Background: an optimization exercise with open tools, aiming at small area. Do not read the settings as production practice. In this exercise RTL edits were held to simulation tests only and were not proved equivalent to the original. Power figures rest on the tool's default switching activity, not on a simulated workload.

==> try-raven: inputs <==
Design hann_windowing_unit, start of the top module:
module hann_windowing_unit (
    input  wire        clk,
    input  wire        rst,
    input  wire        in_valid,
    input  wire [31:0] in_data,
    output reg         out_valid,
    output reg  [31:0] out_data
);
    reg  [6:0]  pos;
    wire [15:0] digits;
    hann_window u_hann (.pos(pos), .digits(digits));
    reg  [31:0] sample_d;
    reg  [15:0] digits_d;
    reg         valid_d;
    always @(posedge clk) begin
        if (rst) begin
            pos     <= 7'd0;
            valid_d <= 1'b0;
        end else begin
            valid_d <= in_valid;
            if (in_valid)
                pos <= pos + 7'd1;
        end
        sample_d <= in_data;
        digits_d <= digits;
    end
    wire [7:0] dpos, dposn, dtwo, dpt;
    wire [6:0] dneg, dnegn;
    wire       dtwon7;
    hann_dec u_dec (.digits(digits_d), .pos(dpos), .posn(dposn), .two(dtwo), .neg(dneg),
                    .negn(dnegn), .pt(dpt), .twon7(dtwon7));
    wire [15:0] prod_re_n, prod_im_n;
    hann_mul u_mul_re (.x(sample_d[15:0]), .pos(dpos), .posn(dposn), .two(dtwo), .neg(dneg),
                       .negn(dnegn), .pt(dpt), .twon7(dtwon7), .yn(prod_re_n));
    hann_mul u_mul_im (.x(sample_d[31:16]), .pos(dpos), .posn(dposn), .two(dtwo), .neg(dneg),
                       .negn(dnegn), .pt(dpt), .twon7(dtwon7), .yn(prod_im_n));
    reg [31:0] prod_n;
    reg        prod_valid;
    always @(posedge clk) begin
        if (rst)
            prod_valid <= 1'b0;
        else
            prod_valid <= valid_d;
        prod_n <= {prod_im_n, prod_re_n};
    end
    wire [31:0] prod;
    genvar gi;
    generate for (gi = 0; gi < 32; gi = gi + 1) begin : oinv
        hw_inv_1 u_inv (.A(prod_n[gi]), .Y(prod[gi]));
    end endgenerate
    always @(posedge clk) begin
        if (rst)
            out_valid <= 1'b0;
        else
            out_valid <= prod_valid;
        out_data <= prod;
    end
endmodule
==> flow/config.mk <==
export PLATFORM = sky130hd
export DESIGN_NAME = hann_windowing_unit
export DESIGN_NICKNAME = hann_windowing_unit
export VERILOG_FILES = /design/flow/design.v
export SDC_FILE = /design/flow/constraint.sdc
export NUM_CORES = 4
export LEC_CHECK = 0
export CAP_MARGIN = 20
export CORE_MARGIN = 2
export CORE_UTILIZATION = 40
export SLEW_MARGIN = 20
export SYNTH_HIERARCHICAL = 1
==> flow/constraint.sdc <==
create_clock -name core_clock -period 7.5 [get_ports {clk}]
set_input_delay 1.5000 -clock core_clock [delete_from_list [all_inputs] [get_ports {clk}]]
set_output_delay 1.5000 -clock core_clock [all_outputs]
set_load 0.01 [all_outputs]
run.sh (not shown) runs the stock make flow with config.mk's settings and CLKGATE_MAP_FILE= SYNTH_SCRIPT=/design/flow/synth_recipe.tcl, a recipe that flattens the netlist after the stock synthesis.
==> try-ember (differences from try-raven) <==
--- a/flow/design.v
+++ b/flow/design.v
@@ -2596,43 +2596,27 @@
     wire t215;
     wire t216;
     wire t217;
     wire t218;
     wire t219;
     wire t220;
-    wire t221;
     wire t222;
-    wire t223;
     wire t224;
-    wire t225;
     wire t226;
-    wire t227;
     wire t228;
-    wire t229;
     wire t230;
-    wire t231;
     wire t232;
-    wire t233;
     wire t234;
-    wire t235;
     wire t236;
-    wire t237;
     wire t238;
-    wire t239;
     wire t240;
-    wire t241;
     wire t242;
-    wire t243;
     wire t244;
-    wire t245;
     wire t246;
-    wire t247;
     wire t248;
-    wire t249;
     wire t250;
-    wire t251;
     wire t252;
     hw_o22a_1 u_pn0_0 (.A1(posn[0]), .A2(xn[0]), .B1(negn[0]), .B2(x[0]), .X(pn0_0));
     hw_a222oi_1 u_pn0_1 (.A1(pos[0]), .A2(x[1]), .B1(neg[0]), .B2(xn[1]), .C1(two[0]), .C2(x[0]), .Y(pn0_1));
     hw_a222oi_1 u_pn0_2 (.A1(pos[0]), .A2(x[2]), .B1(neg[0]), .B2(xn[2]), .C1(two[0]), .C2(x[1]), .Y(pn0_2));
     hw_a222oi_1 u_pn0_3 (.A1(pos[0]), .A2(x[3]), .B1(neg[0]), .B2(xn[3]), .C1(two[0]), .C2(x[2]), .Y(pn0_3));
     hw_a222oi_1 u_pn0_4 (.A1(pos[0]), .A2(x[4]), .B1(neg[0]), .B2(xn[4]), .C1(two[0]), .C2(x[3]), .Y(pn0_4));
@@ -2890,26 +2874,25 @@
     hw_fa u_t209 (.a(t157), .b(t112), .c(t156), .s(t209), .co(t210));
     hw_fa u_t211 (.a(t159), .b(t114), .c(t158), .s(t211), .co(t212));
     hw_fa u_t213 (.a(t161), .b(pn5_15), .c(t160), .s(t213), .co(t214));
     hw_fa u_t215 (.a(t163), .b(pn7_13), .c(t162), .s(t215), .co(t216));
     hw_fa u_t217 (.a(pn6_16), .b(pn7_14), .c(pn6_15), .s(t217), .co(t218));
     hw_inv_1 u_t219 (.A(pn7_15), .Y(t219));
-    hw_fa u_t221 (.a(t191), .b(t190), .c(cn[0]), .s(t221), .co(t222));
-    hw_fa u_t223 (.a(t193), .b(t192), .c(t222), .s(t223), .co(t224));
-    hw_fa u_t225 (.a(t195), .b(t194), .c(t224), .s(t225), .co(t226));
-    hw_fa u_t227 (.a(t197), .b(t196), .c(t226), .s(t227), .co(t228));
-    hw_fa u_t229 (.a(t199), .b(t198), .c(cn[1]), .s(t229), .co(t230));
-    hw_fa u_t231 (.a(t201), .b(t200), .c(t230), .s(t231), .co(t232));
-    hw_fa u_t233 (.a(t203), .b(t202), .c(t232), .s(t233), .co(t234));
-    hw_fa u_t235 (.a(t205), .b(t204), .c(t234), .s(t235), .co(t236));
-    hw_fa u_t237 (.a(t207), .b(t206), .c(cn[2]), .s(t237), .co(t238));
-    hw_fa u_t239 (.a(t209), .b(t208), .c(t238), .s(t239), .co(t240));
-    hw_fa u_t241 (.a(t211), .b(t210), .c(t240), .s(t241), .co(t242));
-    hw_fa u_t243 (.a(t213), .b(t212), .c(t242), .s(t243), .co(t244));
-    hw_fa u_t245 (.a(t215), .b(t214), .c(cn[3]), .s(t245), .co(t246));
-    hw_fa u_t247 (.a(t217), .b(t216), .c(t246), .s(t247), .co(t248));
-    hw_fa u_t249 (.a(t219), .b(t218), .c(t248), .s(t249), .co(t250));
-    hw_fa u_t251 (.a(pn7_16), .b(pn7_15), .c(t250), .s(t251), .co(t252));
+    hw_fa u_t221 (.a(t191), .b(t190), .c(cn[0]), .s(yn[0]), .co(t222));
+    hw_fa u_t223 (.a(t193), .b(t192), .c(t222), .s(yn[1]), .co(t224));
+    hw_fa u_t225 (.a(t195), .b(t194), .c(t224), .s(yn[2]), .co(t226));
+    hw_fa u_t227 (.a(t197), .b(t196), .c(t226), .s(yn[3]), .co(t228));
+    hw_fa u_t229 (.a(t199), .b(t198), .c(cn[1]), .s(yn[4]), .co(t230));
+    hw_fa u_t231 (.a(t201), .b(t200), .c(t230), .s(yn[5]), .co(t232));
+    hw_fa u_t233 (.a(t203), .b(t202), .c(t232), .s(yn[6]), .co(t234));
+    hw_fa u_t235 (.a(t205), .b(t204), .c(t234), .s(yn[7]), .co(t236));
+    hw_fa u_t237 (.a(t207), .b(t206), .c(cn[2]), .s(yn[8]), .co(t238));
+    hw_fa u_t239 (.a(t209), .b(t208), .c(t238), .s(yn[9]), .co(t240));
+    hw_fa u_t241 (.a(t211), .b(t210), .c(t240), .s(yn[10]), .co(t242));
+    hw_fa u_t243 (.a(t213), .b(t212), .c(t242), .s(yn[11]), .co(t244));
+    hw_fa u_t245 (.a(t215), .b(t214), .c(cn[3]), .s(yn[12]), .co(t246));
+    hw_fa u_t247 (.a(t217), .b(t216), .c(t246), .s(yn[13]), .co(t248));
+    hw_fa u_t249 (.a(t219), .b(t218), .c(t248), .s(yn[14]), .co(t250));
+    hw_fa u_t251 (.a(pn7_16), .b(pn7_15), .c(t250), .s(yn[15]), .co(t252));
     wire [3:0] cn;
     hann_cla u_cla (.ra({t213, t211, t209, t207, t205, t203, t201, t199, t197, t195, t193, t191, t189, t187, t185, t183, t181, t179, t177, t175, t173, t171, t169, t167, t165, pn0_1, pn0_0}), .rb({t212, t210, t208, t206, t204, t202, t200, t198, t196, t194, t192, t190, t188, t186, t184, t182, t180, t178, t176, t174, t172, t170, t168, t166, negn[1], 1'b1, negn[0]}), .cn(cn));
-    assign yn = {t251, t249, t247, t245, t243, t241, t239, t237, t235, t233, t231, t229, t227, t225, t223, t221};
 endmodule
==> flow/flow/run.sh (new file) <==
#!/bin/bash
# Standard layout, except that:
#  - the port buffers inserted before global placement are the platform's
#    smallest buffer (buf_1) instead of the one buffer_ports picks on its own;
#  - clock tree synthesis inserts no dummy loads.
# Everything else, synthesis included, is the standard.sh unchanged.
set -e
echo 'export BUFFER_PORTS_ARGS = -buffer_cell sky130_fd_sc_hd__buf_1' >> config.mk
echo 'export CTS_ARGS = -sink_clustering_enable -repair_clock_nets -buf_list sky130_fd_sc_hd__clkbuf_8 -dont_use_dummy_load' >> config.mk
bash standard.sh > standard.log 2>&1
==> flow/standard.sh (new file) <==
#!/bin/bash
# synth_recipe.tcl (not shown) runs the flow's synth.tcl, then flattens the netlist and writes it again
# the make line also repeats each setting of config.mk as NAME=value (left out here)
make -C /OpenROAD-flow-scripts/flow DESIGN_CONFIG=/design/flow/config.mk WORK_HOME=/design/flow/orfs CLKGATE_MAP_FILE= SYNTH_SCRIPT=/design/flow/synth_recipe.tcl "${@:-finish}"
--- a/flow/config.mk
+++ b/flow/config.mk
@@ -5,8 +5,11 @@
 export SDC_FILE = /design/flow/constraint.sdc
 export NUM_CORES = 4
 export LEC_CHECK = 0
 export CAP_MARGIN = 20
 export CORE_MARGIN = 2
 export CORE_UTILIZATION = 40
+export CTS_BUF_LIST = sky130_fd_sc_hd__clkbuf_8
 export SLEW_MARGIN = 20
 export SYNTH_HIERARCHICAL = 1
+export BUFFER_PORTS_ARGS = -buffer_cell sky130_fd_sc_hd__buf_1
+export CTS_ARGS = -sink_clustering_enable -repair_clock_nets -buf_list sky130_fd_sc_hd__clkbuf_8 -dont_use_dummy_load
removed: flow/run.sh
==> comparison table <==
item	try-ember	try-raven
Buffer count excluding the clock tree in the final layout	117	115
Post-synthesis cell area	12100 µm²	12400 µm²
Clock root buffer	clkbuf_8	clkbuf_16
Worst r2r path cells	19	20
Final period util	86.7%	90.5%
Placed Cells	1693	1697
Met2 wire length	17600 µm	18600 µm
Hold Crit Start	prod_n[0]	prod_n[19]
Worst R2R Setup Slack	990 ps	710 ps
Clock Buffer Count	17	21
Switching power share of the total	41.2%	37.4%
Pwr per Cell Area	201 nW/µm²	224 nW/µm²
CP max stage delay	730 ps	710 ps
Result of the run	complete, no violations	complete, no violations
Die Footprint	31800 µm²	32400 µm²
Clock latency on the worst-skew pair	470 ps	440 ps
Metal3 WL	4860 µm	4920 µm
Number of tap instances	390	396

==> static timing again, ports no longer ideal <==
In the flow no input, the clock included, has a driving cell. The finished layouts below were timed again as built, in two steps. Step 1 sets driving cells, clkbuf_16 on the clock port and buf_2 on the other inputs (assumed; they add their load-dependent delay and slew). Step 2 moves the port delays by t, midway between the first and last clock arrival at a register: inputs arrive t later, outputs are due t later. That takes back most of the time a late clock gives input paths. a / b / c = no drivers / after step 1 / after step 2; a / b = the first two.
run	t, ns	slack for setup (ns)	clock arrival spread, ns
try-raven	0.491	0.709 / 0.709 / 0.709	0.012 / 0.012
try-ember	0.504	0.995 / 0.995 / 0.995	0.031 / 0.032
After both steps setup and hold are still met in every run listed.
